This is an optimization exercise on Yosys and OpenROAD, whose aim is small area, not a production implementation.
Only simulation tests tie the RTL to the original design; equivalence was not proved.
No driver is modelled on the clock port, so clock power and skew are understated where the tree is cut down; a real chip needs a root buffer or a tree.
Power is estimated from default activity; no workload was simulated.

## main
==> module top_time_clock, before the edit <==
module top_time_clock(
    input i_clk, i_reset, i_mode, i_onOff,
    input i_inc_hour, i_inc_min, i_clr_sec,
    output [7:0] o_font,
    output [3:0] o_digit
    );
    reg [2:0] r_q; reg r_t;
    reg [2:0] r_s;
    reg [3:0] r_u;
    reg [6:0] r_c;
    reg [5:0] r_sec, r_min;
    reg [4:0] r_hour;
    wire w = r_q[2] & ~r_q[1];
    wire tick = w & ~r_t;
    wire u9 = r_u[3] & r_u[0];
    wire c99 = r_c[6] & r_c[5] & r_c[1] & r_c[0];
    wire s59 = r_sec[5] & r_sec[4] & r_sec[3] & r_sec[1] & r_sec[0];
    wire m59 = r_min[5] & r_min[4] & r_min[3] & r_min[1] & r_min[0];
    wire h23 = r_hour[4] & r_hour[2] & r_hour[1] & r_hour[0];
    wire c_inc = tick & u9;
    wire s_inc = c_inc & c99;
    wire m_carry = s_inc & s59;
    wire m_inc = i_inc_min | m_carry;
    wire h_inc = i_inc_hour | (m_carry & m59);
    always @(posedge i_clk or posedge i_reset) begin
        if (i_reset) begin
            r_q <= 0; r_t <= 0; r_s <= 0; r_u <= 0; r_c <= 0; r_sec <= 0; r_min <= 0; r_hour <= 0;
        end else begin
            r_q <= {r_q[1:0], ~(r_q[1] | r_q[2])};
            if (w) r_t <= ~r_t;
            if (tick) r_s <= r_s + 3'd1;
            if (i_clr_sec) begin
                r_u <= 0; r_c <= 0; r_sec <= 0;
            end else begin
                if (tick) r_u <= u9 ? 4'd0 : r_u + 4'd1;
                if (c_inc) r_c <= c99 ? 7'd0 : r_c + 7'd1;
                if (s_inc) r_sec <= s59 ? 6'd0 : r_sec + 6'd1;
            end
            if (m_inc) r_min <= m59 ? 6'd0 : r_min + 6'd1;
            if (h_inc) r_hour <= h23 ? 5'd0 : r_hour + 5'd1;
        end
    end
    assign o_digit = ~(4'b0001 << r_s[1:0]);
    reg [6:0] x;
    always @(*) begin
        case ({i_mode, r_s[1]})
            2'b00: x = {1'b0, r_min};
            2'b01: x = {2'b0, r_hour};
            2'b10: x = r_c;
            default: x = {1'b0, r_sec};
        endcase
    end
    function [3:0] a3; input [3:0] v; a3 = (v >= 4'd5) ? v + 4'd3 : v; endfunction
    wire [3:0] dd_a = a3({1'b0, x[6:4]});
    wire [3:0] dd_b = a3({dd_a[2:0], x[3]});
    wire [3:0] dd_c = a3({dd_b[2:0], x[2]});
    wire [3:0] dd_d = a3({dd_c[2:0], x[1]});
    wire [3:0] ones = {dd_d[2:0], x[0]};
    wire [3:0] tens = {dd_a[3], dd_b[3], dd_c[3], dd_d[3]};
    wire [3:0] digit = r_s[0] ? tens : ones;
    reg [6:0] seg;
    always @(*) begin
        case (digit)
            4'd0: seg = 7'h40;
            4'd1: seg = 7'h79;
            4'd2: seg = 7'h24;
            4'd3: seg = 7'h30;
            4'd4: seg = 7'h19;
            4'd5: seg = 7'h12;
            4'd6: seg = 7'h02;
            4'd7: seg = 7'h78;
            4'd8: seg = 7'h00;
            default: seg = 7'h10;
        endcase
    end
    wire blank = i_onOff | r_s[2];
    assign o_font[6:0] = blank ? 7'h7f : seg;
    assign o_font[7] = ~(~i_onOff & (r_s == 3'd6) & (r_c >= 7'd50));
endmodule
Settings: LEC_CHECK=0, CAP_MARGIN=20, CORE_MARGIN=2, CORE_UTILIZATION=40, SLEW_MARGIN=20; clock period 12.0 ns.
standard.sh (not shown) runs the stock make flow with config.mk's settings and CLKGATE_MAP_FILE= SYNTH_SCRIPT=/design/flow/synth_recipe.tcl, a recipe that flattens the netlist after the stock synthesis.
==> flow/flow/run.sh <==
#!/bin/bash
# Own layout flow: the standard synthesis (standard.sh synth), then an area-oriented
# re-mapping of the combinational logic only (every register instance kept with its name
# and cell type), then the standard ORFS steps from floorplan to finish, with buf_1 port
# buffers and a small clock tree. Each tool writes its own log in this folder.
set -euo pipefail
source flow/params.sh
WORK=$PWD
RES=$WORK/orfs/results/$FLOW_PLATFORM/top_time_clock/base
export REMAP_LIB=$FLOW_HOME/platforms/$FLOW_PLATFORM/lib/sky130_fd_sc_hd__tt_025C_1v80.lib
export FLOW_TOP

bash standard.sh synth > 1_synth_standard.log 2>&1
cp $RES/1_2_yosys.v $WORK/synth_standard.v

for s in flow/abc_*.script; do
  n=$(basename $s .script)
  ( export REMAP_IN=$WORK/synth_standard.v REMAP_OUT=$WORK/remap_$n.v REMAP_SCRIPT=$WORK/$s
    timeout 900 yosys -c flow/remap.tcl > remap_$n.log 2>&1 || true ) &
  while (( $(jobs -r | wc -l) >= ${NUM_CORES:-4} )); do sleep 1; done
done
wait
best=""; best_area=""
for s in flow/abc_*.script; do
  n=$(basename $s .script)
  f=$WORK/remap_$n.v
  [[ -f $f.stat && -f $f ]] || continue
  a=$(awk '/Chip area/ {print $NF}' $f.stat)
  echo "$n $a" >> remap_areas.log
  if [[ -z "$best" ]] || awk "BEGIN{exit !($a < $best_area)}"; then best=$f; best_area=$a; fi
done
echo "best: $best $best_area" >> remap_areas.log
if [[ -n "$best" ]]; then
  cp $best $RES/1_2_yosys.v
  touch $RES/1_2_yosys.v
fi

bash standard.sh finish \
  "BUFFER_PORTS_ARGS=-buffer_cell sky130_fd_sc_hd__buf_1" \
  "CTS_ARGS=$CTS_ARGS" \
  "PRE_CTS_TCL=$PRE_CTS_TCL" \
  > 2_finish_standard.log 2>&1
Other scripts of this flow, unchanged in this note and not shown: flow/flow/abc_j1.script, flow/flow/abc_j2.script, flow/flow/abc_j3.script, flow/flow/abc_j4.script, flow/flow/abc_j5.script, flow/flow/abc_j6.script, flow/flow/abc_j7.script, flow/flow/abc_j8.script, flow/flow/abc_k1.script, flow/flow/cts_single.tcl, flow/flow/params.sh, flow/flow/remap.tcl
[inputs] the feature branch vs main
==> flow/design.v, changed modules only <==
module top_time_clock(
    input i_clk, i_reset, i_mode, i_onOff,
    input i_inc_hour, i_inc_min, i_clr_sec,
    output [7:0] o_font,
    output [3:0] o_digit
    );
    reg [2:0] r_q; reg r_t;         
    reg [2:0] r_s;                  
    reg [3:0] r_u;                  
    reg [3:0] r_cu, r_ct;           
    reg [5:0] r_sec, r_min;
    reg [4:0] r_hour;
    wire w = r_q[2] & ~r_q[1];
    wire tick = w & ~r_t;
    wire u9 = r_u[3] & r_u[0];
    wire cu9 = r_cu[3] & r_cu[0];
    wire ct9 = r_ct[3] & r_ct[0];
    wire s59 = r_sec[5] & r_sec[4] & r_sec[3] & r_sec[1] & r_sec[0];
    wire m59 = r_min[5] & r_min[4] & r_min[3] & r_min[1] & r_min[0];
    wire h23 = r_hour[4] & r_hour[2] & r_hour[1] & r_hour[0];
    wire cu_inc = tick & u9;
    wire ct_inc = cu_inc & cu9;
    wire s_inc = ct_inc & ct9;
    wire m_carry = s_inc & s59;
    wire m_inc = i_inc_min | m_carry;
    wire h_inc = i_inc_hour | (m_carry & m59);
    always @(posedge i_clk or posedge i_reset) begin
        if (i_reset) begin
            r_q <= 0; r_t <= 0; r_s <= 0; r_u <= 0; r_cu <= 0; r_ct <= 0;
            r_sec <= 0; r_min <= 0; r_hour <= 0;
        end else begin
            r_q <= {r_q[1:0], ~(r_q[1] | r_q[2])};
            if (w) r_t <= ~r_t;
            if (tick) r_s <= r_s + 3'd1;
            if (i_clr_sec) begin
                r_u <= 0; r_cu <= 0; r_ct <= 0; r_sec <= 0;
            end else begin
                if (tick) r_u <= u9 ? 4'd0 : r_u + 4'd1;
                if (cu_inc) r_cu <= cu9 ? 4'd0 : r_cu + 4'd1;
                if (ct_inc) r_ct <= ct9 ? 4'd0 : r_ct + 4'd1;
                if (s_inc) r_sec <= s59 ? 6'd0 : r_sec + 6'd1;
            end
            if (m_inc) r_min <= m59 ? 6'd0 : r_min + 6'd1;
            if (h_inc) r_hour <= h23 ? 5'd0 : r_hour + 5'd1;
        end
    end
    assign o_digit = ~(4'b0001 << r_s[1:0]);
    reg [5:0] x;
    always @(*) begin
        case ({i_mode, r_s[1]})
            2'b00: x = r_min;
            2'b01: x = {1'b0, r_hour};
            default: x = r_sec;
        endcase
    end
    function [3:0] a3; input [3:0] v; a3 = (v >= 4'd5) ? v + 4'd3 : v; endfunction
    wire [3:0] dd_a = a3({1'b0, x[5:3]});
    wire [3:0] dd_b = a3({dd_a[2:0], x[2]});
    wire [3:0] dd_c = a3({dd_b[2:0], x[1]});
    wire [3:0] ones = {dd_c[2:0], x[0]};
    wire [3:0] tens = {1'b0, dd_a[3], dd_b[3], dd_c[3]};
    wire [3:0] digit = (i_mode & ~r_s[1]) ? (r_s[0] ? r_ct : r_cu) : (r_s[0] ? tens : ones);
    reg [6:0] seg;
    always @(*) begin
        case (digit)
            4'd0: seg = 7'h40;
            4'd1: seg = 7'h79;
            4'd2: seg = 7'h24;
            4'd3: seg = 7'h30;
            4'd4: seg = 7'h19;
            4'd5: seg = 7'h12;
            4'd6: seg = 7'h02;
            4'd7: seg = 7'h78;
            4'd8: seg = 7'h00;
            default: seg = 7'h10;
        endcase
    end
    wire blank = i_onOff | r_s[2];
    assign o_font[6:0] = blank ? 7'h7f : seg;
    assign o_font[7] = ~(~i_onOff & (r_s == 3'd6) & (r_ct[3] | (r_ct[2] & (r_ct[1] | r_ct[0]))));
endmodule
==> comparison <==
Number of flip-flops and latches in the feature branch is 1 higher than in main. The post-synthesis to final-layout area growth of main and that of the feature branch are within noise of each other. The feature branch vs main: worst slew margin relative to its limit down. NOTE: wire length in the feature branch falls short of that of main. Stage delay of the slowest cell on the critical path in the feature branch is 140 ps above main. Between main and the feature branch, clock power share decreased. Detailed-route via count: the feature branch < main.
In every run of this note, the design's own scripts or RTL, not TritonCTS, make the clock network.

[static timing again, ports no longer ideal]
How much do the figures lean on ideal ports? The routed layouts below were timed once more, with nothing changed but the port constraints.
Step 1 sets driving cells, clkbuf_16 on the clock port and buf_2 on the other inputs (assumed; they add their load-dependent delay and slew).
Step 2 adds t to the input delays and takes it off the output delays; t is the mean of the earliest and latest rising clock arrival at the registers after step 1. Input paths then give back, and output paths get back, about the clock's delay inside the block.
a / b / c = no drivers / after step 1 / after step 2; a / b = the first two.
run	t (ns)	setup WS [ns]	pins driven straight from the clock port
main	0.199	4.160 / 4.136 / 4.136	2
the feature branch	0.199	4.073 / 4.040 / 4.040	2
After both steps every run listed still meets setup and hold. The setup slack of the feature branch, which loses most, moves by -0.033 ns with the drivers and by -0.033 ns with both steps.
